This design comes from an exercise in tuning for small area on the open sky130 flow, not from production work. Function was checked by simulation only, so behaviour that the tests miss may differ from the original. The clock input has no modelled driver; a real chip could not lean on it and would need a root buffer or a full tree. Power is estimated from default activity; no workload was simulated.

$ cat flow/design.v
module simple_cpu (
    input  wire       CLK,
    input  wire       RST,         
    input  wire       Rx_in,
    output wire       Tx_out,
    output wire [7:0] LED_out
);
    reg  [7:0]  cnt;
    reg  [3:0]  bn;        
    reg  [2:0]  st;        
    reg  [15:0] ar;        
    reg  [7:0]  H;         
    reg         txq;       
    reg  [7:0]  L;         
    reg  [2:0]  op;
    reg         c;         
    reg         sv;        
    wire [3:0] p = cnt[3:0];
    wire [2:0] d = bn[2:0];
    wire tx     = st[2] & (st[1] | st[0]);    
    wire idle   = bn[3] & ~bn[1] & bn[0];     
    wire wrap   = tx ? (cnt[7] & cnt[6] & cnt[4] & cnt[3])
                     : (cnt[7:5] == 3'b110) & (cnt[4] == bn[0]) & (p == 4'd15);
    wire win    = cnt[7:4] == 4'd6;
    wire win1   = cnt[7:4] == 4'd4;
    wire stop   = bn == 4'd8;
    wire data   = ~bn[3];
    wire p0     = p == 4'd0;
    wire p15    = p == 4'd15;
    wire at     = ar[15];                      
    wire eq     = p == {st == 3'd1, d};        
    wire armed  = p[3] | (p[2:0] >= d);        
    reg am;
    always @(*) begin
        case (d)
            3'd0: am = ar[15];
            3'd1: am = ar[0];
            3'd2: am = ar[1];
            3'd3: am = ar[2];
            3'd4: am = ar[3];
            3'd5: am = ar[4];
            3'd6: am = ar[5];
            default: am = ar[6];
        endcase
    end
    wire op_sub = op == 3'd2;
    wire op_mul = op == 3'd3;
    wire op_not = op == 3'd6;
    wire arith  = ~op[2];
    wire st2 = st == 3'd2;
    wire st3 = st == 3'd3;
    wire st4 = st == 3'd4;
    wire p_data  = (st3 | st4) & data;
    wire p_hinit = st2 & stop & p[3];
    wire p_fix   = st4 & stop;
    wire act16   = win & st4 & (data | stop);
    wire act     = act16 | (win & ((st3 & data & ~p[3]) | p_hinit));
    wire tail     = act16 ? L[0] : H[0];
    wire init_val = ~op_mul & (at ^ op_not);
    wire first    = st4 & (bn == 4'd0) & ~p[3];
    wire B        = Rx_in;
    reg a;
    always @(*) begin
        if (act & (p_hinit | first))
            a = init_val;
        else if (act & p_fix & sv)
            a = c ^ p15;
        else
            a = tail;
    end
    reg b;
    always @(*) begin
        b = 1'b0;
        if (act & p_data) begin
            case (op)
                3'd1, 3'd7: b = B & eq;
                3'd2:       b = B & armed;
                3'd3:       b = B & am & armed;
                3'd4:       b = ~B & eq & a;
                3'd5:       b = B & eq & ~a;
                default:    b = 1'b0;
            endcase
        end
    end
    wire ce   = act & c & arith & p_data & ~p0;
    wire sum  = a ^ b ^ ce;
    wire cout = (a & b) | (a & ce) | (b & ce);
    wire w1p  = st4 & stop & win1 & p15;
    wire load_a  = (st == 3'd1 | st2) & data & win & eq;
    wire load_op = (st == 3'd0) & data & (d < 3'd3) & win & eq;
    wire [3:0] bn1 = bn + 4'd1;
    wire txnext = bn1[3] ? ~bn1[2] : ((st == 3'd5) ? H[0] : L[bn1[2:0]]);
    always @(posedge CLK or negedge RST) begin
        if (!RST) begin
            cnt  <= 8'd0;
            bn   <= 4'd9;
            st   <= 3'd0;
            L    <= 8'd0;
            txq  <= 1'b1;
        end else begin
            if (tx & wrap)
                txq <= txnext;
            if (act16)
                L <= {H[0], L[7:1]};
            if (idle) begin
                cnt <= {4'd0, p + 4'd1};
                if (!Rx_in)
                    bn <= 4'd15;
            end else begin
                cnt <= cnt + 8'd1;
                if (wrap) begin
                    cnt[7:4] <= 4'd0;
                    if (tx) cnt[3:0] <= 4'd0;
                    bn <= bn + 4'd1;
                end
                if (stop & (tx ? wrap : (cnt[7:4] == 4'd7) & p15)) begin
                    cnt[7:4] <= 4'd0;
                    if (st == 3'd6) begin
                        st <= 3'd0;
                        bn <= 4'd9;
                    end else begin
                        st <= st + 3'd1;
                        bn <= st[2] ? 4'd15 : 4'd9;
                        if (st[2]) cnt[3:0] <= 4'd0;
                        if (st[2] & ~st[1]) txq <= 1'b0;    
                    end
                end
            end
        end
    end
    always @(posedge CLK) begin
        ar <= {ar[14:0], load_a ? Rx_in : at};
        H <= {sum, H[7:1]};
        if (load_op)
            op <= {Rx_in, op[2:1]};
        if (w1p)
            c <= H[0];
        else if (act & ~p_fix)
            c <= cout;
        if (st3 & (bn == 4'd7) & win)
            sv <= B ^ op_sub;                                
        else if (w1p)
            sv <= (at ~^ sv) & (at ^ H[0]) & (op == 3'd1 | op_sub);   
    end
    assign Tx_out  = txq;
    assign LED_out = L;
endmodule
$ cat flow/flow/run.sh
#!/bin/bash
# Own layout flow: the standard flow (standard.sh: same synthesis script,
# same steps, same floorplan, power grid and tap cells) with three settings
# changed for a smaller layout of this small, slow design:
#  - synthesis restructures logic with ABC's &deepsyn and maps it with the
#    area-oriented mapper (amap) instead of
#    the delay-oriented script; flip-flops are mapped exactly as before;
#  - port buffers use the smallest buffer (buf_1); every input and output
#    port still gets one;
set -uo pipefail
here=$(pwd)
rm -rf "$here/scripts_own"
cp -r "$FLOW_HOME/scripts" "$here/scripts_own"
cp "$here/flow/abc_area_map.script" "$here/scripts_own/abc_speed.script"
export SCRIPTS_DIR="$here/scripts_own"
export BUFFER_PORTS_ARGS="-buffer_cell sky130_fd_sc_hd__buf_1"
export POST_CTS_TCL="$here/flow/no_root_buffer.tcl"
export CTS_ARGS="-sink_clustering_enable -sink_clustering_size 30 -sink_clustering_max_diameter 200 -repair_clock_nets -buf_list sky130_fd_sc_hd__clkbuf_8 -root_buf sky130_fd_sc_hd__clkbuf_8 -dont_use_dummy_load"
bash standard.sh > standard.log 2>&1
status=$?
tail -5 standard.log
exit $status
$ cat flow/flow/abc_area_map.script
strash
&get -n
&deepsyn -J 20
&put
dch -f
amap
$ cat flow/flow/no_root_buffer.tcl
set block [ord::get_db_block]
set port_net [$block findNet CLK]
set root ""
foreach it [$port_net getITerms] {
  set inst [$it getInst]
  if {[string match "*clkbuf*" [[$inst getMaster] getName]]} { set root $inst }
}
if {$root eq ""} { error "no root clock buffer" }
if {[llength [$port_net getITerms]] != 1} { error "clock port drives more than the root buffer" }
set root_out ""
foreach it [$root getITerms] {
  if {[$it isOutputSignal]} { set root_out [$it getNet] }
}
set leaves 0
foreach it [$root_out getITerms] {
  set inst [$it getInst]
  if {$inst eq $root} { continue }
  if {![string match "*clkbuf*" [[$inst getMaster] getName]]} { error "root buffer drives a non-buffer" }
  incr leaves
}
if {$leaves > 4} { error "root buffer drives $leaves leaf buffers" }
foreach it [$root_out getITerms] {
  if {[$it getInst] eq $root} { continue }
  $it disconnect
  $it connect $port_net
}
odb::dbInst_destroy $root
odb::dbNet_destroy $root_out
puts "no_root_buffer: clock port now drives $leaves leaf clock buffers"
detailed_placement
check_placement -verbose
estimate_parasitics -placement
report_clock_skew
$ cat flow/standard.sh
#!/bin/bash
# synth_recipe.tcl (not shown) runs the flow's synth.tcl, then flattens the netlist and writes it again
# the make line also repeats each setting of config.mk as NAME=value (left out here)
make -C /OpenROAD-flow-scripts/flow DESIGN_CONFIG=/design/flow/config.mk WORK_HOME=/design/flow/orfs CLKGATE_MAP_FILE= SYNTH_SCRIPT=/design/flow/synth_recipe.tcl "${@:-finish}"
$ cat flow/config.mk
export PLATFORM = sky130hd
export DESIGN_NAME = simple_cpu
export DESIGN_NICKNAME = simple_cpu
export VERILOG_FILES = /design/flow/design.v
export SDC_FILE = /design/flow/constraint.sdc
export NUM_CORES = 4
export LEC_CHECK = 0
export CAP_MARGIN = 20
export CORE_MARGIN = 2
export CORE_UTILIZATION = 40
export PLACE_DENSITY = 0.6
export SLEW_MARGIN = 20
$ cat flow/constraint.sdc
create_clock -name core_clock -period 10.0 [get_ports {CLK}]
set_input_delay 2.0000 -clock core_clock [delete_from_list [all_inputs] [get_ports {CLK}]]
set_output_delay 2.0000 -clock core_clock [all_outputs]
set_load 0.01 [all_outputs]
==> reports/qor.yml, run 1 <==
status:
  status: "complete, no violations"
setup_path:
  critPathTopFamily: "compound AO/OA/AOI/OAI gates"
  worstPathCellList: "clkinv_1, ha_1, nand2_1, a211oi_2, clkinv_1, a31oi_1, o21ai_0, a21oi_1, a31oi_1, o32a_1, or3_1, fa_1, o22ai_1"
  end_kind: "flip-flop"
  worstPathArrival_ps: 4280
  cpPeakStageDelay_ps: 580
  path_class: "reg2reg"
  reg2reg_from: "bn[0]"
  cp.required_ps: 9990
  reg2reg_depth: 13
  path_buf_inv: 2
  critPathMaxFanout: 11
  crit_slowest_cell: "a211oi_2"
  r2r-end: "c"
  cp-start-kind: "flip-flop"
  rrSetupSlack_ps: 5710
global_route:
  antenna_found_initial: 0
  grt_first_pass_wirelength_mm: 8.63
  track_usage_pct: 17.6
  grt_overflow_total: 0
  grt_max_degree: 25
  grt_pass1_vias: 1724
floorplan:
  dieArea_sq_um: 6490
  die_w_um: 80.5
  num_rows: 27
  ios: 12
  core_sq_um: 5570
  start_util_pct: 42.0
  fp.dieH_um: 80.5
min_path:
  hp-class: "reg2reg"
  hp-start: "ar[13]"
  min_delay_worst_endpoint: "ar[14]"
  holdPathStages: 0
sta:
  period_minus_slack_ps: 4290
  slew_headroom_pct: 58.6
  tightest_slew_ps: 616
  fin_crit_sh_pct: 42.9
  hold_viol_final: 0
  rsz0062_at_grt: "no"
  worst_slack_ps: 5710
  fmax_ghz: 0.233
  slew_viol_final: 0
  setup_viol: 0
  setup_tns_ps: 0
  finClkSkew_ps: 18.7
power:
  p_leak_nw: 0.945
  max-vdd-ir-drop_mv: 0.0693
  cellPowerDensity_nw_per_um2: 121
clock_tree:
  clk_pin_slew_ps: 100
  clk_latency_ps: 150
  clock-sinks: 53
place:
  port-buffer-count: 11
  dp_cells: 327
  dp_hpwl_mm: 3.94
  dpl_cell_area_sq_um: 2480
  place_ws_ps: 5300
  place.gp.congestion: 0.932
run:
  drv_cap: 0
drt:
  drcViolationCount: 0
  routed_via_density: 5.56
  drt_iter0_markers: 123
  wire_per_inst_um: 15.9
  routed_wl_mm: 5.26
  num_vias: 1840
  first_pass_iters: 4
  antenna_left: 0
logic_synthesis:
  yosys.cell_types.count: 37
  syn_area_per_cell_sq_um: 9.64
  synth.yosys.seq_area_share_pct: 52.7
  synthCells: 243
  synth_edf_count: 5
  synth-seq-cells: 53
  ys.flop_type: "dfxtp_1"
  synth_nets: 258
  async_flop_share_pct: 45.3
  ys_warn_count: 1
  syn_area_sq_um: 2340
layout:
  instances_no_fill: 331
  drive_above_1_share_pct: 3.47
  final_util_pct: 45.6
  syn2layout_area_growth_pct: 8.49
  antenna_cells: 0
  nNetsFinal: 276
  stdcell_area_sq_um: 2540
## cells in the mapped netlist, drive strengths merged (4+ instances only)
library cell	number	area, sq um
nand3	8	40.0
o21ai	10	50.1
a21oi	11	55.1
dfrtp	21	526
o21a	5	37.5
o22a	6	52.6
a31oi	4	25.0
ha	11	138
dfxtp	24	480
nand2	16	60.1
clkinv	35	131
edfxtp	5	150
o22ai	6	37.5
nor2	31	116
nor3	6	30.0
nor4	4	25.0
a211oi	10	75.1
## sequential cells by signal, indices dropped and copies added, names as in the netlist
signal and cells:
H 8, op 3, cnt 8, txq 1, sv 1, ar 16
L 8, bn 4, c 1, st 3
## through the flow
stage	power [mW]	hold WS, ps
floorplan	0.221	310
detailed placement	0.224	314
finish	0.307	325
global placement	0.223	312
global route	0.319	337
## cell families (layout without fill, tap and decap cells)
logic type / after synthesis / after routing / share of synthesized area, %
fa+ha+maj: 12 / 12 / 6.73
simple gates: 73 / 73 / 13.8
buf+inv: 35 / 51 / 5.61
compound gates: 70 / 70 / 21.2
flops: 53 / 53 / 52.7
## metal layers
metal,part of all wire (%),global-route usage (%),wire [um]
met1,50,24.9,2600
met2,44,27.9,2310
met3,5.6,3.37,297
met4,0.84,4.24,44
met5,0,0,0
## placed cells by master, fill, tap and decap left out, drive strengths merged, types with 3 or more instances in the layout
cell type / count
clkbuf: 4
a31oi: 4
o21a: 5
nor2: 31
nor4: 4
a211oi: 10
o22ai: 6
dfxtp: 24
clkinv: 35
nand2: 16
o22a: 6
dfrtp: 21
edfxtp: 5
o21ai: 10
dfstp: 3
ha: 11
a21oi: 11
buf: 12
nand3: 8
nor3: 6
## layout make-up
type | instances | area [sq um]
fillers | 539 | 3030
repair buffers | 12 | 48.8
inverters | 35 | 131
well taps | 72 | 90.1
multi-input cells | 155 | 982
clock buffers | 4 | 55.1
flip-flops and latches | 53 | 1230
## worst max-delay path by stage
stage	from	endpoint	slack, ps	cells after the start
2_1_floorplan	bn[0]	c	6040	13
3_3_place_gp	bn[0]	c	5610	13
3_5_place_dp	bn[0]	c	5300	13
5_1_grt	bn[0]	c	5330	13
6_report	bn[0]	c	5710	13
## power breakdown
group / internal [mW] / switching, mW / leakage, nW
registers: 0.215 / 0.0000426 / 0.549
clock network: 0.0368 / 0.0518 / 0.0288
logic: 0.000664 / 0.00260 / 0.367
total: 0.253 / 0.0544 / 0.945
==> inputs of run 2 (changes only) <==
--- a/flow/design.v
+++ b/flow/design.v
@@ -23,5 +23,4 @@
                      : (cnt[7:5] == 3'b110) & (cnt[4] == bn[0]) & (p == 4'd15);
     wire win    = cnt[7:4] == 4'd6;
-    wire win1   = cnt[7:4] == 4'd4;
     wire stop   = bn == 4'd8;
     wire data   = ~bn[3];
@@ -64,6 +63,6 @@
         if (act & (p_hinit | first))
             a = init_val;
-        else if (act & p_fix & sv)
-            a = c ^ p15;
+        else if (act & p_fix & c)
+            a = sv ^ ~p15;           
         else
             a = tail;
@@ -86,5 +85,5 @@
     wire sum  = a ^ b ^ ce;
     wire cout = (a & b) | (a & ce) | (b & ce);
-    wire w1p  = st4 & stop & win1 & p15;
+    wire w1p  = act16 & (bn == 4'd7) & p15;      
     wire load_a  = (st == 3'd1 | st2) & data & win & eq;
     wire load_op = (st == 3'd0) & data & (d < 3'd3) & win & eq;
@@ -135,11 +134,9 @@
             op <= {Rx_in, op[2:1]};
         if (w1p)
-            c <= H[0];
+            c <= (at ~^ sv) & (at ^ sum) & (op == 3'd1 | op_sub);
         else if (act & ~p_fix)
             c <= cout;
-        if (st3 & (bn == 4'd7) & win)
-            sv <= B ^ op_sub;                                
-        else if (w1p)
-            sv <= (at ~^ sv) & (at ^ H[0]) & (op == 3'd1 | op_sub);   
+        if (st3 & data & win)
+            sv <= B ^ op_sub;        
     end
     assign Tx_out  = txq;
--- a/flow/flow/run.sh
+++ b/flow/flow/run.sh
@@ -16,5 +16,5 @@
 export BUFFER_PORTS_ARGS="-buffer_cell sky130_fd_sc_hd__buf_1"
 export POST_CTS_TCL="$here/flow/no_root_buffer.tcl"
-export CTS_ARGS="-sink_clustering_enable -sink_clustering_size 30 -sink_clustering_max_diameter 200 -repair_clock_nets -buf_list sky130_fd_sc_hd__clkbuf_8 -root_buf sky130_fd_sc_hd__clkbuf_8 -dont_use_dummy_load"
+export CTS_ARGS="-sink_clustering_enable -repair_clock_nets -buf_list sky130_fd_sc_hd__clkbuf_8 -root_buf sky130_fd_sc_hd__clkbuf_8 -dont_use_dummy_load"
 bash standard.sh > standard.log 2>&1
 status=$?
==> reports/qor.yml, run 2 <==
status:
  status: "complete, no violations"
setup_path:
  path_class: "reg2reg"
  reg2reg_depth: 17
  rrSetupSlack_ps: 5070
  r2r-end: "c"
  end_kind: "flip-flop"
  crit_start: "bn[0]"
  worstPathArrival_ps: 4930
  reg2reg_from: "bn[0]"
  cp-start-kind: "flip-flop"
  critPathMaxFanout: 10
  crit_end: "c"
  cp.required_ps: 10000
logic_synthesis:
  ys_top_cells_by_area: "dfrtp_1, dfxtp_1, clkinv_1, edfxtp_1, nor2_1"
  synthCells: 240
  synth-seq-cells: 53
  synth_top_area_share_pct: 22.7
  synth_mux_area_share_pct: 0
  synth_edf_count: 5
  synth.yosys.seq_area_share_pct: 53.3
  syn_area_per_cell_sq_um: 9.66
  syn_area_sq_um: 2320
  synth.most_common_cell: "clkinv_1"
  synth_compound_area_share_pct: 19.2
  synthAdderAreaFrac_pct: 6.80
  ys.flop_type: "dfxtp_1"
  yosysTopAreaCell: "dfrtp_1"
  synth_top_family_by_area: "compound AO/OA/AOI/OAI gates"
  ys_warn_count: 1
  yosys.area_share.simple_pct: 14.3
  synthXorXnorAreaFrac_pct: 0
  synth_nets: 255
  synth_common_cells: "clkinv_1, nor2_1, dfxtp_1"
  yosys.cell_types.count: 32
  async_flop_share_pct: 45.3
floorplan:
  core_sq_um: 5540
  num_rows: 27
  fp.dieH_um: 80.1
  start_util_pct: 41.8
  die_w_um: 80.1
  ios: 12
  dieArea_sq_um: 6420
layout:
  antenna_cells: 0
  drive_above_1_share_pct: 3.13
  mostFrequentLayoutCell: "clkinv_1"
  largest_register: "ar"
  final_cell_mix: "clkinv_1, nor2_1, dfxtp_1"
  largest_reg_flops: 16
  syn2layout_area_growth_pct: 8.37
  final_util_pct: 45.3
  nNetsFinal: 273
  fillers: 538
power:
  max-vdd-ir-drop_mv: 0.0590
  p_total_uw: 307
  p_leak_nw: 0.956
  cellPowerDensity_nw_per_um2: 122
sta:
  hold_viol_final: 0
  fin_crit_sh_pct: 49.3
  setup_tns_ps: 0
  tightest_slew_ps: 957
  slew_viol_final: 0
  fmax_ghz: 0.203
  setup_viol: 0
  period_minus_slack_ps: 4930
  rsz0062_at_grt: "no"
  slew_headroom_pct: 35.5
  finClkSkew_ps: 11.4
global_route:
  antenna_found_initial: 0
  track_usage_pct: 17.8
  grt_first_pass_wirelength_mm: 8.80
  grt_pass1_vias: 1815
  grt_max_degree: 25
  grt_overflow_total: 0
min_path:
  holdPathStages: 0
  hp-class: "reg2reg"
drt:
  drt_iter0_markers: 171
  routed_via_density: 5.65
  routed_wl_mm: 5.16
  num_vias: 1852
  drcViolationCount: 0
  antenna_left: 0
  wire_per_inst_um: 15.7
  first_pass_iters: 4
clock_tree:
  clock-sinks: 53
  clk_latency_ps: 150
  clk_pin_slew_ps: 90
place:
  port-buffer-count: 11
  place.gp.congestion: 0.900
  dp_hpwl_mm: 3.97
run:
  drv_cap: 0
[run 2: changes by cell type after synthesis, sizes merged, moves of 3 or more]
cell / change
nand2: -7
nor2: +6
o22a: +3
nor3: +4
clkinv: +5
a31oi: -4
o21a: -5
a211oi: -3
o22ai: +4
[run 2: metal layers]
metal	vias up	wire length, um	global-route usage [%]	share of wire, %
li1	900	-	-	-
met1	878	2600	26.7	50
met2	62	2130	25.7	41
met3	12	341	3.60	6.6
met4	0	94	5.59	1.8
met5	-	0	0	0
[run 2: worst min-delay path by stage]
| stage | startpoint | to | slack (ps) |
|---|---|---|---|
| floorplan | H[1] | H[0] | 310 |
| global placement | H[6] | H[5] | 310 |
| detailed placement | ar[9] | ar[10] | 310 |
| global route | ar[8] | ar[9] | 340 |
| finish | ar[10] | ar[11] | 320 |
[run 2: kinds of logic (layout without fill, tap and decap cells)]
| family | after synthesis | after routing |
|---|---|---|
| AND/OR/NAND/NOR | 74 | 74 |
| AO/OA/AOI/OAI | 61 | 61 |
| adder cells (fa/ha/maj) | 12 | 12 |
| buffers and inverters | 40 | 56 |
| flip-flops | 53 | 53 |
[run 2: where the power goes]
part           leakage, nW  switching (mW)  internal [mW]
logic                0.391         0.00242       0.000549
clock network       0.0288          0.0521         0.0368
registers            0.536               0          0.215
[run 2: per-stage QoR]
step / setup slack, ps / cell area (sq um) / hold WS [ps] / std cells
6_report: 5070 / 2510 / 319 / 328
5_1_grt: 4610 / 2510 / 339 / 328
3_5_place_dp: 5100 / 2460 / 314 / 324
3_3_place_gp: 5330 / 2460 / 312 / 324
2_1_floorplan: 5770 / 2320 / 310 / 240
[run 2: cell type report]
type | count | area, sq um | share of cell area, %
Inverter | 40 | 150 | 5.98
Multi-Input combinational cell | 147 | 932 | 37.1
Tap cell | 72 | 90.1 | 3.59
Timing Repair Buffer | 12 | 48.8 | 1.94
Sequential cell | 53 | 1230 | 49.2
Clock buffer | 4 | 55.1 | 2.19
[run 2: worst max-delay path: stages (launching register included)]
cell and delay [ps]:
dfstp_2 630, clkinv_1 230, ha_1 350, clkinv_1 90, nor4_1 60, o21ai_0 760, clkinv_1 520, o221ai_1 320
o41ai_1 150, o31a_1 250, o32a_1 170, o41ai_1 70, o2111ai_1 180, fa_1 560, clkinv_1 80, nor3_1 130
o21ai_0 100, o22ai_1 150
==> inputs of run 3 (changes only) <==
--- a/flow/design.v
+++ b/flow/design.v
@@ -6,5 +6,6 @@
     output wire [7:0] LED_out
 );
-    reg  [7:0]  cnt;
+    reg  [3:0]  u;         
+    reg  [3:0]  p;         
     reg  [3:0]  bn;        
     reg  [2:0]  st;        
@@ -16,5 +17,5 @@
     reg         c;         
     reg         sv;        
-    wire [3:0] p = cnt[3:0];
+    wire [7:0] cnt = {u, p};
     wire [2:0] d = bn[2:0];
     wire tx     = st[2] & (st[1] | st[0]);    
@@ -90,7 +91,9 @@
     wire [3:0] bn1 = bn + 4'd1;
     wire txnext = bn1[3] ? ~bn1[2] : ((st == 3'd5) ? H[0] : L[bn1[2:0]]);
+    wire fe = stop & (tx ? wrap : (u == 4'd7) & p15);    
+    wire [7:0] cnt1 = cnt + 8'd1;
     always @(posedge CLK or negedge RST) begin
         if (!RST) begin
-            cnt  <= 8'd0;
+            p    <= 4'd0;
             bn   <= 4'd9;
             st   <= 3'd0;
@@ -102,17 +105,12 @@
             if (act16)
                 L <= {H[0], L[7:1]};
+            p <= (tx & wrap) ? 4'd0 : cnt1[3:0];
             if (idle) begin
-                cnt <= {4'd0, p + 4'd1};
                 if (!Rx_in)
                     bn <= 4'd15;
             end else begin
-                cnt <= cnt + 8'd1;
-                if (wrap) begin
-                    cnt[7:4] <= 4'd0;
-                    if (tx) cnt[3:0] <= 4'd0;
+                if (wrap)
                     bn <= bn + 4'd1;
-                end
-                if (stop & (tx ? wrap : (cnt[7:4] == 4'd7) & p15)) begin
-                    cnt[7:4] <= 4'd0;
+                if (fe) begin
                     if (st == 3'd6) begin
                         st <= 3'd0;
@@ -121,5 +119,4 @@
                         st <= st + 3'd1;
                         bn <= st[2] ? 4'd15 : 4'd9;
-                        if (st[2]) cnt[3:0] <= 4'd0;
                         if (st[2] & ~st[1]) txq <= 1'b0;    
                     end
@@ -128,4 +125,6 @@
         end
     end
+    always @(posedge CLK)
+        u <= (idle | wrap | fe) ? 4'd0 : cnt1[7:4];
     always @(posedge CLK) begin
         ar <= {ar[14:0], load_a ? Rx_in : at};
==> reports/qor.yml, run 3 <==
status:
  status: "complete, no violations"
place:
  place.gp.congestion: 0.903
  port-buffer-count: 11
  dp_hpwl_mm: 3.80
logic_synthesis:
  synth_nets: 255
  synth_edf_count: 5
  synth-seq-cells: 53
  async_flop_share_pct: 37.7
  syn_area_per_cell_sq_um: 9.61
  ys_top_cells_by_area: "dfxtp_1, dfrtp_1, edfxtp_1, ha_1, clkinv_1"
  yosysTopAreaCell: "dfxtp_1"
  synth_common_cells: "clkinv_1, nor2_1, dfxtp_1"
  synth_top_area_share_pct: 24.3
  ys_warn_count: 1
  synthCells: 240
  ys.flop_type: "dfxtp_1"
  syn_area_sq_um: 2310
  yosys.cell_types.count: 39
  synth.yosys.seq_area_share_pct: 52.7
  synth.most_common_cell: "clkinv_1"
setup_path:
  worstPathCellList: "clkinv_1, ha_1, clkinv_1, nor4_1, o21ai_0, clkinv_1, nor2_1, o221ai_1, o41a_1, or3_1, nor2_1, nor2_1, nor3_1, o21ai_0, fa_1, a21oi_1, or4_1, o22ai_1"
  cp-start-kind: "flip-flop"
  cp.required_ps: 9990
  crit_slowest_cell: "o21ai_0"
  rrSetupSlack_ps: 4450
  path_buf_inv: 3
  critPathMaxFanout: 11
  cpPeakStageDelay_ps: 780
  path_class: "reg2reg"
  end_kind: "flip-flop"
  worstPathArrival_ps: 5550
  critPathTopFamily: "simple AND/OR/NAND/NOR gates"
drt:
  first_pass_iters: 4
  routed_wl_mm: 4.94
  antenna_left: 0
  num_vias: 1779
  drcViolationCount: 0
  drt_iter0_markers: 130
  wire_per_inst_um: 15.1
  routed_via_density: 5.44
min_path:
  hp-class: "reg2reg"
floorplan:
  start_util_pct: 41.6
  num_rows: 27
  die_w_um: 79.9
  ios: 12
  core_sq_um: 5540
  dieArea_sq_um: 6390
  fp.dieH_um: 79.9
layout:
  mostFrequentLayoutCell: "clkinv_1"
  syn2layout_area_growth_pct: 8.14
  drive_above_1_share_pct: 3.14
  largest_register: "ar"
  antenna_cells: 0
  final_cell_mix: "clkinv_1, nor2_1, dfxtp_1"
  largest_reg_flops: 16
  nNetsFinal: 272
  largestRegisters: "ar x16, H x8, L x8"
power:
  p_sw_uw: 56.6
  pwr-share-seq_pct: 69.6
  clkPwrFrac_pct: 29.6
  max-vdd-ir-drop_mv: 0.0725
  p_int_uw: 252
  p_leak_nw: 0.910
  swShare_pct: 18.3
  combinationalPowerShare_pct: 0.8
  cellPowerDensity_nw_per_um2: 124
sta:
  tightest_slew_ps: 959
  fmax_ghz: 0.180
  slew_headroom_pct: 35.4
  holdWs_ps: 311
  slew_viol_final: 0
  rsz0062_at_grt: "no"
  fin_crit_sh_pct: 55.5
  setup_viol: 0
  period_minus_slack_ps: 5550
  setup_tns_ps: 0
  hold_viol_final: 0
  finClkSkew_ps: 17.4
global_route:
  grt_first_pass_wirelength_mm: 8.02
  track_usage_pct: 16.5
  grt_overflow_total: 0
  grt_max_degree: 21
  grt_pass1_vias: 1626
  antenna_found_initial: 0
clock_tree:
  clock-sinks: 53
  clk_latency_ps: 160
  clk_pin_slew_ps: 100
run:
  drv_cap: 0
==> run 3: layout make-up <==
class | count | area [sq um]
Fill cell | 561 | 3050
Sequential cell | 53 | 1210
Multi-Input combinational cell | 154 | 967
Inverter | 33 | 124
Tap cell | 72 | 90.1
Clock buffer | 4 | 55.1
Timing Repair Buffer | 11 | 42.5
==> run 3: metrics by stage <==
| step | instance area [sq um] | power [mW] | utilization (%) | instances | setup WS [ps] |
|---|---|---|---|---|---|
| 2_1_floorplan | 2310 | 0.220 | - | 240 | 5180 |
| 3_3_place_gp | 2440 | 0.222 | 44.0 | 323 | 4760 |
| 3_5_place_dp | 2440 | 0.222 | 44.0 | 323 | 4520 |
| 5_1_grt | 2490 | 0.320 | 45.0 | 327 | 4040 |
| 6_report | 2490 | 0.309 | 45.0 | 327 | 4450 |
==> run 3: kinds of logic after synthesis <==
| group | Yosys count | share of synthesized area (%) |
|---|---|---|
| and+or+nand+nor | 79 | 16.2 |
| AOI/OAI and AO/OA | 63 | 18.9 |
| DFF | 53 | 52.7 |
| buffers and inverters | 33 | 5.37 |
| adders and majority gates | 12 | 6.84 |
==> run 3: metal layers <==
layer	up-vias	part of all wire, %	track usage [%]
met5	-	0	0
met4	0	2.3	7.29
met3	11	4.9	2.71
met2	43	44	23.6
met1	822	49	24.2
li1	903	-	-
==> run 3: final timing paths <==
path,from,endpoint,depth (start not counted)
max,bn[0],c,18
min,H[7],H[6],0
max reg2reg,bn[0],c,18
min reg2reg,H[7],H[6],0
max in group asynchronous,RST,txq,1
min in group asynchronous,RST,L[7],1
==> run 3: power by group through the flow <==
stage               registers (mW)  clock network, mW  logic, mW
floorplan                    0.220                  0   0.000345
global placement             0.220                  0    0.00253
detailed placement           0.220                  0    0.00258
global route                 0.215              0.102    0.00308
finish                       0.215             0.0913    0.00252
==> run 3: worst register-to-register path, delay by kind of cell (launching register included) <==
| family | cells | cell delay (ps) |
|---|---|---|
| and+or+nand+nor | 7 | 1560 |
| AOI/OAI and AO/OA | 6 | 1460 |
| adders and majority gates | 2 | 900 |
| buffers and inverters | 3 | 880 |
| DFF | 1 | 630 |
==> inputs of run 4 (changes only) <==
--- a/flow/design.v
+++ b/flow/design.v
@@ -95,5 +95,4 @@
     always @(posedge CLK or negedge RST) begin
         if (!RST) begin
-            p    <= 4'd0;
             bn   <= 4'd9;
             st   <= 3'd0;
@@ -105,5 +104,4 @@
             if (act16)
                 L <= {H[0], L[7:1]};
-            p <= (tx & wrap) ? 4'd0 : cnt1[3:0];
             if (idle) begin
                 if (!Rx_in)
@@ -125,6 +123,8 @@
         end
     end
-    always @(posedge CLK)
+    always @(posedge CLK) begin
         u <= (idle | wrap | fe) ? 4'd0 : cnt1[7:4];
+        p <= ((tx & wrap) | (idle & (st == 3'd0))) ? 4'd0 : cnt1[3:0];
+    end
     always @(posedge CLK) begin
         ar <= {ar[14:0], load_a ? Rx_in : at};
==> reports/qor.yml, run 4 <==
status:
  status: "complete, no violations"
setup_path:
  critPathTopFamily: "compound AO/OA/AOI/OAI gates"
  path_class: "reg2reg"
  worstPathCellList: "clkinv_1, ha_1, clkinv_1, nor2_1, o211ai_1, clkinv_1, o32a_1, a31oi_1, a21boi_0, o32ai_1, nor2_1, a211o_1, fa_1, clkinv_1, o22ai_1, o2111ai_1, o22ai_1"
  crit_top_cell: "clkinv_1"
  crit_slowest_cell: "o211ai_1"
  worstPathArrival_ps: 4890
  cp-start-kind: "flip-flop"
  path_buf_inv: 4
  cpPeakStageDelay_ps: 650
  critPathMaxFanout: 11
  end_kind: "flip-flop"
  cp.required_ps: 9990
layout:
  drive_above_1_share_pct: 3.16
  mostFrequentLayoutCell: "clkinv_1"
  final_cell_mix: "clkinv_1, nor2_1, dfxtp_1"
  antenna_cells: 0
  largestRegisters: "ar x16, H x8, L x8"
  stdcell_area_sq_um: 2480
  syn2layout_area_growth_pct: 8.48
  largest_reg_flops: 16
  nNetsFinal: 270
  largest_register: "ar"
floorplan:
  fp.dieH_um: 79.6
  start_util_pct: 41.5
  ios: 12
  dieArea_sq_um: 6340
  die_w_um: 79.6
  core_sq_um: 5510
  num_rows: 27
logic_synthesis:
  ys_top_cells_by_area: "dfxtp_1, dfrtp_1, edfxtp_1, ha_1, clkinv_1"
  ys.flop_type: "dfxtp_1"
  async_flop_share_pct: 30.2
  synth_nets: 252
  synth.yosys.seq_area_share_pct: 52.3
  synthCells: 237
  yosysTopAreaCell: "dfxtp_1"
  syn_area_sq_um: 2290
  ys_warn_count: 1
  synth_top_area_share_pct: 28.0
  synth_edf_count: 5
  synth-seq-cells: 53
  yosys.cell_types.count: 41
  syn_area_per_cell_sq_um: 9.65
  synth_common_cells: "clkinv_1, nor2_1, dfxtp_1"
  synth.most_common_cell: "clkinv_1"
drt:
  num_vias: 1781
  antenna_left: 0
  drcViolationCount: 0
  first_pass_iters: 4
  routed_wl_mm: 4.84
  drt_iter0_markers: 83
  wire_per_inst_um: 14.9
  routed_via_density: 5.48
global_route:
  antenna_found_initial: 0
  gr-usage-met3_pct: 2.94
  grt_max_degree: 20
  grtUsageMet1_pct: 24.4
  track_usage_pct: 16.7
  grt_pass1_vias: 1699
  use_met2_pct: 25.1
  grt_overflow_total: 0
  grt_first_pass_wirelength_mm: 8.37
  busiest_layer: "met2"
place:
  dpl_cell_area_sq_um: 2420
  dp_hpwl_mm: 3.69
  place_ws_ps: 5140
  place.gp.congestion: 0.851
  port-buffer-count: 11
run:
  drv_cap: 0
power:
  p_total_uw: 306
  p_int_uw: 252
  swShare_pct: 17.8
  clkPwrFrac_pct: 29.2
  p_sw_uw: 54.4
  cellPowerDensity_nw_per_um2: 124
  max-vdd-ir-drop_mv: 0.0515
  pwr-share-seq_pct: 70.2
  p_leak_nw: 0.877
  combinationalPowerShare_pct: 0.7
sta:
  holdWs_ps: 336
  fin_crit_sh_pct: 49.0
  setup_viol: 0
  finClkSkew_ps: 22.1
  period_minus_slack_ps: 4900
  rsz0062_at_grt: "no"
  setup_tns_ps: 0
  fmax_ghz: 0.204
  hold_viol_final: 0
  worst_slack_ps: 5100
  slew_headroom_pct: 43.1
  slew_viol_final: 0
  tightest_slew_ps: 842
clock_tree:
  clk_pin_slew_ps: 100
  clk_latency_ps: 160
  clock-sinks: 53
min_path:
  hp-class: "reg2reg"
[run 4: final timing paths]
kind / start / to / slack, ps / cells after the start
worst max-delay path: bn[0] / c / 5100 / 17
worst min-delay path: H[1] / H[0] / 340 / 0
worst max register to register: bn[0] / c / 5100 / 17
worst min register to register: H[1] / H[0] / 340 / 0
max in group asynchronous: RST / L[1] / 7530 / 1
min in group asynchronous: RST / L[0] / 1940 / 1
[run 4: cell type report]
cell class / count / area (sq um)
fill: 541 / 3030
sequential: 53 / 1190
multi-input combinational: 150 / 963
inverter: 34 / 128
tap: 72 / 90.1
clock buffer: 4 / 55.1
timing repair buffer: 12 / 48.8
[run 4: power groups by stage]
| stage | Combinational [mW] | Sequential, mW | Clock, mW |
|---|---|---|---|
| 5_1_grt | 0.00255 | 0.215 | 0.102 |
| 3_5_place_dp | 0.00218 | 0.220 | 0 |
| 6_report | 0.00204 | 0.215 | 0.0894 |
| 2_1_floorplan | 0.000317 | 0.220 | 0 |
| 3_3_place_gp | 0.00212 | 0.220 | 0 |
[run 4: through the flow]
stage               instances  util (%)
floorplan                 237         -
global placement          321      44.0
detailed placement        321      44.0
global route              325      45.0
finish                    325      45.0
[run 4: cell families after synthesis]
group | synth area share (%)
AND/OR/NAND/NOR | 14.2
buffers and inverters | 5.58
flip-flops | 52.3
AO/OA/AOI/OAI | 21.0
adder cells (fa/ha/maj) | 6.90
[run 4: routing by layer]
layer	share of wire, %	vias up
met4	1.3	0
met5	0	-
li1	-	891
met1	50	847
met2	45	36
met3	3.9	7
==> inputs of run 5 (changes only) <==
==> flow/flow/run.sh (replaced) <==
#!/bin/bash
# Own layout flow: the standard flow (standard.sh: same synthesis script,
# same steps, same floorplan, power grid and tap cells) with these settings
# changed for a smaller layout of this small, slow design:
#  - synthesis restructures the logic with ABC's &deepsyn and maps it with
#    the area-oriented mapper (amap) instead of the delay-oriented script;
#    flip-flops are mapped exactly as before. A few such ABC scripts
#    (flow/abc_*.script) are tried, and the one whose netlist has the least
#    cell area is used for the layout;
#  - port buffers use the smallest buffer (buf_1); every input and output
#    port still gets one;
set -uo pipefail
here=$(pwd)
rm -rf "$here/scripts_own"
cp -r "$FLOW_HOME/scripts" "$here/scripts_own"
export SCRIPTS_DIR="$here/scripts_own"
stat_file="$here/orfs/reports/$FLOW_PLATFORM/simple_cpu/base/synth_stat.txt"

best=""; best_area=""
for s in "$here"/flow/abc_*.script; do
  name=$(basename "$s" .script)
  cp "$s" "$SCRIPTS_DIR/abc_speed.script"
  rm -rf "$here/orfs"
  bash standard.sh synth > "synth_$name.log" 2>&1
  area=$(awk '/Chip area for module/ {print $NF}' "$stat_file" 2>/dev/null | tail -1)
  echo "$name: ${area:-failed}" | tee -a synth_choice.log
  if [[ -n "$area" ]] && { [[ -z "$best_area" ]] || awk -v a="$area" -v b="$best_area" 'BEGIN {exit !(a < b)}'; }; then
    best="$s"; best_area="$area"
  fi
done
if [[ -z "$best" ]]; then echo "no synthesis succeeded"; exit 1; fi
echo "using $(basename "$best") ($best_area um2)" | tee -a synth_choice.log
cp "$best" "$SCRIPTS_DIR/abc_speed.script"
rm -rf "$here/orfs"

export BUFFER_PORTS_ARGS="-buffer_cell sky130_fd_sc_hd__buf_1"
export POST_CTS_TCL="$here/flow/no_root_buffer.tcl"
export CTS_ARGS="-sink_clustering_enable -repair_clock_nets -buf_list sky130_fd_sc_hd__clkbuf_8 -root_buf sky130_fd_sc_hd__clkbuf_8 -dont_use_dummy_load"
bash standard.sh > standard.log 2>&1
status=$?
tail -5 standard.log
exit $status
==> flow/flow/abc_dj10s7.script (new file) <==
strash
&get -n
&deepsyn -J 10 -S 7
&put
dch -f
amap
==> flow/flow/abc_dj2.script (new file) <==
strash
&get -n
&deepsyn -J 20
&put
dch -f
amap
strash
dch -f
amap
==> flow/flow/abc_dj20.script (new file) <==
strash
&get -n
&deepsyn -J 20
&put
dch -f
amap
==> flow/flow/abc_dj50.script (new file) <==
strash
&get -n
&deepsyn -J 50
&put
dch -f
amap
removed: flow/flow/abc_area_map.script
==> reports/qor.yml, run 5 <==
floorplan:
  start_util_pct: 41.3
  fp.dieH_um: 79.4
  die_w_um: 79.4
  ios: 12
  core_sq_um: 5510
  num_rows: 27
  dieArea_sq_um: 6310
setup_path:
  critPathMaxFanout: 10
  crit_slowest_cell: "dfstp_2"
  cp.required_ps: 9990
  path_class: "reg2reg"
  worstPathCellList: "clkinv_1, ha_1, nand2_1, nor2_1, a21oi_1, clkinv_1, o22a_1, a21oi_1, nor3_1, o21a_1, nor3_1, o21bai_1, fa_1, o21ai_0, o2111a_1, nor2_1, a21oi_1"
  crit_top_cell: "a21oi_1"
  reg2reg_depth: 17
  cp-start-kind: "flip-flop"
  worstPathArrival_ps: 4700
  cpPeakStageDelay_ps: 630
  end_kind: "flip-flop"
min_path:
  hp-class: "reg2reg"
  holdPathStages: 0
sta:
  fmax_ghz: 0.213
  setup_tns_ps: 0
  tightest_slew_ps: 781
  rsz0062_at_grt: "no"
  slew_headroom_pct: 47.9
  holdWs_ps: 307
  finClkSkew_ps: 27.9
  setup_viol: 0
  period_minus_slack_ps: 4700
  fin_crit_sh_pct: 47.0
  hold_viol_final: 0
  slew_viol_final: 0
  worst_slack_ps: 5300
power:
  p_leak_nw: 0.937
  cellPowerDensity_nw_per_um2: 125
  max-vdd-ir-drop_mv: 0.0738
logic_synthesis:
  ys_warn_count: 1
  synth_edf_count: 5
  synth.most_common_cell: "clkinv_1"
  synth.yosys.seq_area_share_pct: 52.5
  syn_area_sq_um: 2270
  ys_top_cells_by_area: "dfxtp_1, dfrtp_1, edfxtp_1, ha_1, clkinv_1"
  synth_nets: 251
  async_flop_share_pct: 30.2
  synthCells: 236
  ys.flop_type: "dfxtp_1"
  yosysTopAreaCell: "dfxtp_1"
  synth_top_area_share_pct: 28.2
  yosys.cell_types.count: 36
  synth-seq-cells: 53
  syn_area_per_cell_sq_um: 9.64
  synth_common_cells: "clkinv_1, dfxtp_1, nor2_1"
layout:
  mostFrequentLayoutCell: "clkinv_1"
  largest_reg_flops: 16
  largestRegisters: "ar x16, H x8, L x8"
  nNetsFinal: 268
  syn2layout_area_growth_pct: 8.20
  drive_above_1_share_pct: 2.79
  antenna_cells: 0
  final_cell_mix: "clkinv_1, dfxtp_1, nor2_1"
  largest_register: "ar"
place:
  port-buffer-count: 11
  place_ws_ps: 5400
  dp_hpwl_mm: 3.68
  place.gp.congestion: 0.831
drt:
  routed_via_density: 5.47
  routed_wl_mm: 4.77
  drt_iter0_markers: 97
  num_vias: 1768
  antenna_left: 0
  wire_per_inst_um: 14.8
  drcViolationCount: 0
  first_pass_iters: 4
global_route:
  grt_overflow_total: 0
  grt_first_pass_wirelength_mm: 8.13
  grt_max_degree: 20
  antenna_found_initial: 0
  grt_pass1_vias: 1698
  track_usage_pct: 16.4
clock_tree:
  clk_pin_slew_ps: 100
  clk_latency_ps: 160
  clock-sinks: 53
status:
  status: "complete, no violations"
run:
  drv_cap: 0
==> run 5: cell count changes after synthesis, sizes merged, moves of 2 or more <==
cell / previous run / this run
o2111ai: 2 / 0
a21oi: 8 / 14
o22ai: 8 / 6
and3: 0 / 3
a221o: 0 / 2
a221oi: 2 / 5
==> run 5: path summary, 6_finish.rpt <==
| check | from | to | slack, ps |
|---|---|---|---|
| max in group asynchronous | RST | bn[2] | 7600 |
| min in group asynchronous | RST | L[4] | 1900 |
| min | ar[8] | ar[9] | 310 |
| max reg2reg | bn[0] | c | 5300 |
| min reg2reg | ar[8] | ar[9] | 310 |
| max | bn[0] | c | 5300 |
==> run 5: report_power, final <==
part           total, mW  internal, mW  switching, mW
Sequential         0.215         0.215      0.0000462
Clock             0.0897        0.0368         0.0530
Combinational    0.00200      0.000285        0.00172
Total              0.307         0.252         0.0547
==> run 5: kinds of logic after synthesis <==
| logic type | synth area share, % |
|---|---|
| AOI/OAI and AO/OA | 21.4 |
| adders and majority gates | 6.93 |
| buffers and inverters | 5.45 |
| DFF | 52.5 |
| and+or+nand+nor | 13.7 |
==> run 5: metrics by stage <==
| step | instance area, sq um | std cells | utilization (%) | power (mW) |
|---|---|---|---|---|
| floorplan | 2270 | 236 | - | 0.220 |
| global placement | 2410 | 319 | 43.7 | 0.222 |
| detailed placement | 2410 | 319 | 43.7 | 0.222 |
| global route | 2460 | 323 | 44.7 | 0.322 |
| finish | 2460 | 323 | 44.7 | 0.307 |
==> run 5: metal layers <==
metal  part of all wire (%)  GRT usage [%]  vias up
met5                      0              0        -
met4                    1.6           5.69        0
met3                    3.6           2.60        7
met2                     46           25.5       39
met1                     49           23.4      833
li1                       -              -      889
==> run 5: worst max-delay path, delay by kind of cell, from the launching register on <==
family	cells	cell delay (ps)
and+or+nand+nor	5	480
adders and majority gates	2	830
DFF	1	630
buffers and inverters	2	720
AOI/OAI and AO/OA	8	1870
==> run 5: cell type report <==
| cell class | count | area (sq um) |
|---|---|---|
| Fill cell | 538 | 3050 |
| Sequential cell | 53 | 1190 |
| Multi-Input combinational cell | 150 | 956 |
| Inverter | 33 | 124 |
| Tap cell | 72 | 90.1 |
| Clock buffer | 4 | 55.1 |
| Timing Repair Buffer | 11 | 41.3 |
==> inputs of run 6 (changes only) <==
--- a/flow/design.v
+++ b/flow/design.v
@@ -54,9 +54,9 @@
     wire p_hinit = st2 & stop & p[3];
     wire p_fix   = st4 & stop;
-    wire act16   = win & st4 & (data | stop);
+    wire act16   = win & st4;                  
     wire act     = act16 | (win & ((st3 & data & ~p[3]) | p_hinit));
     wire tail     = act16 ? L[0] : H[0];
     wire init_val = ~op_mul & (at ^ op_not);
-    wire first    = st4 & (bn == 4'd0) & ~p[3];
+    wire first    = st4 & (bn == 4'd15) & ~p[3];    
     wire B        = Rx_in;
     reg a;
==> reports/qor.yml, run 6 <==
sta:
  period_minus_slack_ps: 4520
  setup_tns_ps: 0
  slew_headroom_pct: 38.5
  rsz0062_at_grt: "no"
  fmax_ghz: 0.221
  slew_viol_final: 0
  setup_viol: 0
  fin_crit_sh_pct: 45.2
  finClkSkew_ps: 23.6
  tightest_slew_ps: 920
  hold_viol_final: 0
min_path:
  hp-class: "reg2reg"
layout:
  largest_reg_flops: 16
  final_cell_mix: "nor2_1, dfxtp_1, clkinv_1"
  antenna_cells: 0
  largestRegisters: "ar x16, H x8, L x8"
  nNetsFinal: 266
  stdcell_area_sq_um: 2450
  drive_above_1_share_pct: 3.61
  syn2layout_area_growth_pct: 8.94
  largest_register: "ar"
  mostFrequentLayoutCell: "nor2_1"
floorplan:
  start_util_pct: 41.2
  fp.dieH_um: 79.0
  dieArea_sq_um: 6250
  num_rows: 27
  ios: 12
  core_sq_um: 5470
  die_w_um: 79.0
setup_path:
  cp.required_ps: 9990
  cp-start-kind: "flip-flop"
  path_class: "reg2reg"
  end_kind: "flip-flop"
  worstPathArrival_ps: 4500
  critPathMaxFanout: 11
  rrSetupSlack_ps: 5480
drt:
  antenna_left: 0
  routed_via_density: 5.45
  wire_per_inst_um: 14.7
  drt_iter0_markers: 90
  first_pass_iters: 4
  routed_wl_mm: 4.71
  num_vias: 1749
  drcViolationCount: 0
logic_synthesis:
  yosys.cell_types.count: 36
  synth_top_family_by_area: "compound AO/OA/AOI/OAI gates"
  synth_edf_count: 5
  ys_top_cells_by_area: "dfxtp_1, dfrtp_1, edfxtp_1, ha_1, nor2_1"
  synth_common_cells: "nor2_1, dfxtp_1, clkinv_1"
  synthCells: 233
  synth_top_area_share_pct: 28.4
  async_flop_share_pct: 30.2
  synth.most_common_cell: "nor2_1"
  syn_area_per_cell_sq_um: 9.67
  synth_compound_area_share_pct: 19.6
  synth_nets: 248
  ys.flop_type: "dfxtp_1"
  syn_area_sq_um: 2250
  yosysTopAreaCell: "dfxtp_1"
  synthAdderAreaFrac_pct: 7.00
  synth-seq-cells: 53
  synth_mux_area_share_pct: 0
  synth.yosys.seq_area_share_pct: 53.1
  synthXorXnorAreaFrac_pct: 0
  ys_warn_count: 1
  yosys.area_share.simple_pct: 16.2
clock_tree:
  clk_pin_slew_ps: 100
  clock-sinks: 53
  clk_latency_ps: 160
global_route:
  grt_max_degree: 20
  grt_pass1_vias: 1620
  grt_overflow_total: 0
  antenna_found_initial: 0
  grt_first_pass_wirelength_mm: 8.21
  track_usage_pct: 16.8
run:
  drv_cap: 0
place:
  port-buffer-count: 11
  dpl_cell_area_sq_um: 2400
  dp_hpwl_mm: 3.51
  place.gp.congestion: 0.956
power:
  cellPowerDensity_nw_per_um2: 126
  p_total_uw: 308
  max-vdd-ir-drop_mv: 0.0797
  p_leak_nw: 0.895
status:
  status: "complete, no violations"
-- run 6: critical path, stage by stage (launching register included) --
cell and delay, ps:
dfstp_2 660, clkinv_1 280, ha_1 330, nand3_1 120
clkinv_1 100, a31oi_1 220, nor2_1 70, nor2_1 210
nor2_1 100, a221oi_1 240, a211oi_1 90, a31oi_1 240
or3_1 170, nand3_1 70, a211oi_1 250, o21ai_0 160
fa_1 520, o32ai_1 300, o211ai_1 120, o21ai_0 90
-- run 6: area by class of cell --
| cell class | count | area (sq um) |
|---|---|---|
| Fill cell | 557 | 3020 |
| Sequential cell | 53 | 1190 |
| Multi-Input combinational cell | 155 | 971 |
| Inverter | 25 | 93.8 |
| Tap cell | 72 | 90.1 |
| Clock buffer | 4 | 55.1 |
| Timing Repair Buffer | 12 | 48.8 |
-- run 6: metrics by stage --
step	hold slack [ps]	setup WS, ps	utilization, %	instances
global route	330	5000	44.8	321
finish	312	5480	44.8	321
global placement	312	5750	43.8	317
detailed placement	312	5560	43.8	317
floorplan	310	5510	-	233
-- run 6: report_power, final --
group / total [mW] / internal (mW) / switching, mW
logic: 0.00224 / 0.000389 / 0.00185
clock network: 0.0910 / 0.0368 / 0.0542
registers: 0.215 / 0.215 / 0
-- run 6: path summary, 6_finish.rpt --
kind                       depth (start not counted)    end  start
setup / recovery                                  19      c  bn[0]
setup reg to reg                                  19      c  bn[0]
min in group asynchronous                          1  st[2]    RST
hold reg to reg                                    0  ar[9]  ar[8]
hold / removal                                     0  ar[9]  ar[8]
max in group asynchronous                          1   L[0]    RST
-- run 6: kinds of logic after synthesis --
| family | count (synthesis) |
|---|---|
| compound gates | 63 |
| fa+ha+maj | 12 |
| buf+inv | 25 |
| flops | 53 |
| simple gates | 80 |
-- run 6: routing by layer --
metal | global-route usage, % | part of all wire, %
met1 | 24.7 | 49
met2 | 25.3 | 45
met3 | 3.41 | 4.9
met4 | 4.31 | 1.5
met5 | 0 | 0
==> inputs of run 7 (changes only) <==
--- a/flow/design.v
+++ b/flow/design.v
@@ -9,5 +9,5 @@
     reg  [3:0]  p;         
     reg  [3:0]  bn;        
-    reg  [2:0]  st;        
+    reg  [2:0]  st;
     reg  [15:0] ar;        
     reg  [7:0]  H;         
@@ -19,5 +19,15 @@
     wire [7:0] cnt = {u, p};
     wire [2:0] d = bn[2:0];
-    wire tx     = st[2] & (st[1] | st[0]);    
+    wire s_ins  = ~st[2] & ~st[1];
+    wire s_ahi  = ~st[2] & ~st[0];
+    wire s_a    = (st[2] ^ st[1]) & (st[2] ~^ st[0]);    
+    wire s_b    = st[1] & st[0];                         
+    wire st3    = s_b & ~st[2];                          
+    wire st4    = s_b & st[2];                           
+    wire s_alo  = s_a & st[2];
+    wire tx     = st[2] & ~st[0];                        
+    wire s_tx1  = tx & st[1];
+    wire s_tx2  = tx & ~st[1];
+    wire [2:0] st_next = {st[1:0], st[2] ^ st[1]};
     wire idle   = bn[3] & ~bn[1] & bn[0];     
     wire wrap   = tx ? (cnt[7] & cnt[6] & cnt[4] & cnt[3])
@@ -29,5 +39,5 @@
     wire p15    = p == 4'd15;
     wire at     = ar[15];                      
-    wire eq     = p == {st == 3'd1, d};        
+    wire eq     = p == {s_ahi, d};             
     wire armed  = p[3] | (p[2:0] >= d);        
     reg am;
@@ -48,15 +58,12 @@
     wire op_not = op == 3'd6;
     wire arith  = ~op[2];
-    wire st2 = st == 3'd2;
-    wire st3 = st == 3'd3;
-    wire st4 = st == 3'd4;
-    wire p_data  = (st3 | st4) & data;
-    wire p_hinit = st2 & stop & p[3];
+    wire p_data  = s_b & data;
+    wire p_hinit = s_alo & stop & p[3];
     wire p_fix   = st4 & stop;
-    wire act16   = win & st4;                  
+    wire act16   = win & st4 & (data | stop);
     wire act     = act16 | (win & ((st3 & data & ~p[3]) | p_hinit));
     wire tail     = act16 ? L[0] : H[0];
     wire init_val = ~op_mul & (at ^ op_not);
-    wire first    = st4 & (bn == 4'd15) & ~p[3];    
+    wire first    = st4 & (bn == 4'd0) & ~p[3];
     wire B        = Rx_in;
     reg a;
@@ -87,8 +94,8 @@
     wire cout = (a & b) | (a & ce) | (b & ce);
     wire w1p  = act16 & (bn == 4'd7) & p15;      
-    wire load_a  = (st == 3'd1 | st2) & data & win & eq;
-    wire load_op = (st == 3'd0) & data & (d < 3'd3) & win & eq;
+    wire load_a  = s_a & data & win & eq;
+    wire load_op = s_ins & data & (d < 3'd3) & win & eq;
     wire [3:0] bn1 = bn + 4'd1;
-    wire txnext = bn1[3] ? ~bn1[2] : ((st == 3'd5) ? H[0] : L[bn1[2:0]]);
+    wire txnext = bn1[3] ? ~bn1[2] : (s_tx1 ? H[0] : L[bn1[2:0]]);
     wire fe = stop & (tx ? wrap : (u == 4'd7) & p15);    
     wire [7:0] cnt1 = cnt + 8'd1;
@@ -96,5 +103,5 @@
         if (!RST) begin
             bn   <= 4'd9;
-            st   <= 3'd0;
+            st   <= 3'b001;
             L    <= 8'd0;
             txq  <= 1'b1;
@@ -111,12 +118,7 @@
                     bn <= bn + 4'd1;
                 if (fe) begin
-                    if (st == 3'd6) begin
-                        st <= 3'd0;
-                        bn <= 4'd9;
-                    end else begin
-                        st <= st + 3'd1;
-                        bn <= st[2] ? 4'd15 : 4'd9;
-                        if (st[2] & ~st[1]) txq <= 1'b0;    
-                    end
+                    st <= st_next;
+                    bn <= (st[2] & st[1]) ? 4'd15 : 4'd9;
+                    if (st[2] & st[1]) txq <= 1'b0;     
                 end
             end
@@ -125,5 +127,5 @@
     always @(posedge CLK) begin
         u <= (idle | wrap | fe) ? 4'd0 : cnt1[7:4];
-        p <= ((tx & wrap) | (idle & (st == 3'd0))) ? 4'd0 : cnt1[3:0];
+        p <= ((tx & wrap) | (idle & s_ins)) ? 4'd0 : cnt1[3:0];
     end
     always @(posedge CLK) begin
==> reports/qor.yml, run 7 <==
status:
  status: "complete, no violations"
global_route:
  antenna_found_initial: 0
  grt_max_degree: 19
  grt_first_pass_wirelength_mm: 8.11
  grt_pass1_vias: 1598
  track_usage_pct: 16.5
  grt_overflow_total: 0
sta:
  tightest_slew_ps: 883
  fin_crit_sh_pct: 44.3
  fmax_ghz: 0.226
  holdWs_ps: 316
  finClkSkew_ps: 32.2
  setup_viol: 0
  slew_viol_final: 0
  hold_viol_final: 0
  period_minus_slack_ps: 4430
  rsz0062_at_grt: "no"
  slew_headroom_pct: 41.1
  setup_tns_ps: 0
logic_synthesis:
  ys_top_cells_by_area: "dfxtp_1, dfrtp_1, ha_1, clkinv_1, edfxtp_1"
  synth.yosys.seq_area_share_pct: 52.2
  synth_mux_area_share_pct: 0
  synth_nets: 258
  synth-seq-cells: 53
  yosys.area_share.simple_pct: 15.2
  ys.flop_type: "dfxtp_1"
  async_flop_share_pct: 30.2
  yosys.cell_types.count: 34
  synth_edf_count: 5
  synth_compound_area_share_pct: 17.4
  synth_common_cells: "clkinv_1, dfxtp_1, nor2_1"
  ys_warn_count: 1
  yosysTopAreaCell: "dfxtp_1"
  synthAdderAreaFrac_pct: 8.52
  syn_area_per_cell_sq_um: 9.55
  synth_top_area_share_pct: 28.0
  synthXorXnorAreaFrac_pct: 0
  synth_top_family_by_area: "compound AO/OA/AOI/OAI gates"
  synthCells: 240
  syn_area_sq_um: 2290
  synth.most_common_cell: "clkinv_1"
min_path:
  holdPathStages: 0
  hp-class: "reg2reg"
layout:
  nNetsFinal: 276
  final_cell_mix: "clkinv_1, dfxtp_1, nor2_1"
  antenna_cells: 0
  drive_above_1_share_pct: 3.52
  largestRegisters: "ar x16, H x8, L x8"
  syn2layout_area_growth_pct: 8.47
  mostFrequentLayoutCell: "clkinv_1"
  largest_register: "ar"
  largest_reg_flops: 16
power:
  p_leak_nw: 0.903
  cellPowerDensity_nw_per_um2: 123
  max-vdd-ir-drop_mv: 0.0554
  p_total_uw: 305
floorplan:
  ios: 12
  start_util_pct: 41.6
  num_rows: 27
  core_sq_um: 5510
  dieArea_sq_um: 6350
  die_w_um: 79.7
  fp.dieH_um: 79.7
drt:
  first_pass_iters: 4
  drcViolationCount: 0
  wire_per_inst_um: 14.6
  antenna_left: 0
  num_vias: 1763
  routed_wl_mm: 4.79
  routed_via_density: 5.38
  drt_iter0_markers: 81
setup_path:
  critPathMaxFanout: 5
  crit_top_cell: "or3_1"
  critical_path_cell_count: 20
  cp-start-kind: "flip-flop"
  cp.required_ps: 9890
  reg2reg_depth: 20
  crit_slowest_cell: "fa_1"
  critPathTopFamily: "simple AND/OR/NAND/NOR gates"
  path_class: "reg2reg"
  worstPathCellList: "clkinv_1, or3_1, or3_1, nor4b_1, o22ai_1, or3_1, a31oi_1, a31o_1, nor3_1, nor4_1, nor2_1, nor2_1, a21oi_1, or3_1, fa_1, nor3_1, a31oi_1, nor2_1, nand3_1, o21ai_0"
  path_buf_inv: 1
  worstPathArrival_ps: 4310
  end_kind: "flip-flop"
  cpPeakStageDelay_ps: 570
place:
  dp_hpwl_mm: 3.74
  place.gp.congestion: 0.884
  port-buffer-count: 11
run:
  drv_cap: 0
clock_tree:
  clk_pin_slew_ps: 110
  clock-sinks: 53
  clk_latency_ps: 160
==> run 7: cell count changes after synthesis, moves of 5 or more <==
cell,delta
o22a_1,-8
nor2_1,-10
nor3_1,+5
o22ai_1,+10
clkinv_1,+16
a21oi_1,-5
==> run 7: power breakdown <==
group | switching, mW | internal (mW) | total (mW)
Combinational | 0.00182 | 0.000269 | 0.00209
Sequential | 0.0000446 | 0.215 | 0.215
Clock | 0.0511 | 0.0367 | 0.0878
==> run 7: path summary, 6_finish.rpt <==
path,start,to,slack (ps)
worst min register to register,ar[9],ar[10],320
worst max register to register,u[1],c,5570
worst min-delay path,ar[9],ar[10],320
min in group asynchronous,RST,L[4],1920
worst max-delay path,u[1],c,5570
max in group asynchronous,RST,st[2],7510
==> run 7: area by class of cell <==
class	count	area (sq um)
Timing Repair Buffer	12	48.8
Clock buffer	4	55.1
Multi-Input combinational cell	146	941
Sequential cell	53	1200
Tap cell	72	90.1
Fill cell	541	3020
Inverter	41	154
==> run 7: metal layers <==
| layer | GRT usage (%) | wire length (um) | part of all wire [%] | vias up |
|---|---|---|---|---|
| li1 | - | - | - | 892 |
| met1 | 23.4 | 2330 | 49 | 832 |
| met2 | 25.6 | 2220 | 46 | 34 |
| met3 | 2.83 | 187 | 3.9 | 5 |
| met4 | 5.00 | 54 | 1.1 | 0 |
| met5 | 0 | 0 | 0 | - |
==> run 7: worst register-to-register path: stages, from the launching register on <==
cell      delay [ps]
dfxtp_1          330
clkinv_1         120
or3_1            420
or3_1            390
nor4b_1          250
o22ai_1          140
or3_1            370
a31oi_1          190
a31o_1           180
nor3_1            70
nor4_1           170
nor2_1            80
nor2_1            90
a21oi_1           40
or3_1            330
fa_1             570
nor3_1            70
a31oi_1          140
nor2_1            60
nand3_1           80
o21ai_0           80
==> run 7: kinds of logic (layout without fill, tap and decap cells) <==
logic type	count (synthesis)	after routing
AOI/OAI and AO/OA	58	58
DFF	53	53
and+or+nand+nor	73	73
buffers and inverters	41	57
adders and majority gates	15	15
==> run 7: per-stage QoR <==
stage,worst slack (ps),instance area [sq um],utilization (%),instances
floorplan,5420,2290,-,240
global placement,5660,2430,44.1,324
detailed placement,5590,2430,44.1,324
global route,5270,2480,45.1,328
finish,5570,2480,45.1,328

==> afterwards: timing with drivers on the ports <==
How much do the figures lean on ideal ports? The routed layouts below were timed once more, with nothing changed but the port constraints.
Step 1, drivers: a clkbuf_16 drives CLK and a buf_2 each remaining input, both assumed.
Step 2 moves the port delays by t, midway between the first and last clock arrival at a register: inputs arrive t later, outputs are due t later. That takes back most of the time a late clock gives input paths.
Three values: ideal ports, drivers, drivers and shift; two values: the first two.
run | t (ns) | slack for setup (ns) | latest minus earliest clock arrival (ns) | cell pins on the clock port's net
run 1 | 0.200 | 5.707 / 5.707 / 5.707 | 0.019 / 0.019 | 4
run 2 | 0.195 | 5.069 / 5.069 / 5.069 | 0.011 / 0.011 | 4
run 3 | 0.201 | 4.445 / 4.445 / 4.445 | 0.017 / 0.017 | 4
run 4 | 0.198 | 5.096 / 5.096 / 5.096 | 0.022 / 0.022 | 4
run 5 | 0.196 | 5.296 / 5.296 / 5.296 | 0.028 / 0.028 | 4
run 6 | 0.200 | 5.483 / 5.483 / 5.483 | 0.024 / 0.024 | 4
run 7 | 0.201 | 5.572 / 5.572 / 5.572 | 0.033 / 0.033 | 4
After both steps every run listed still meets setup and hold.
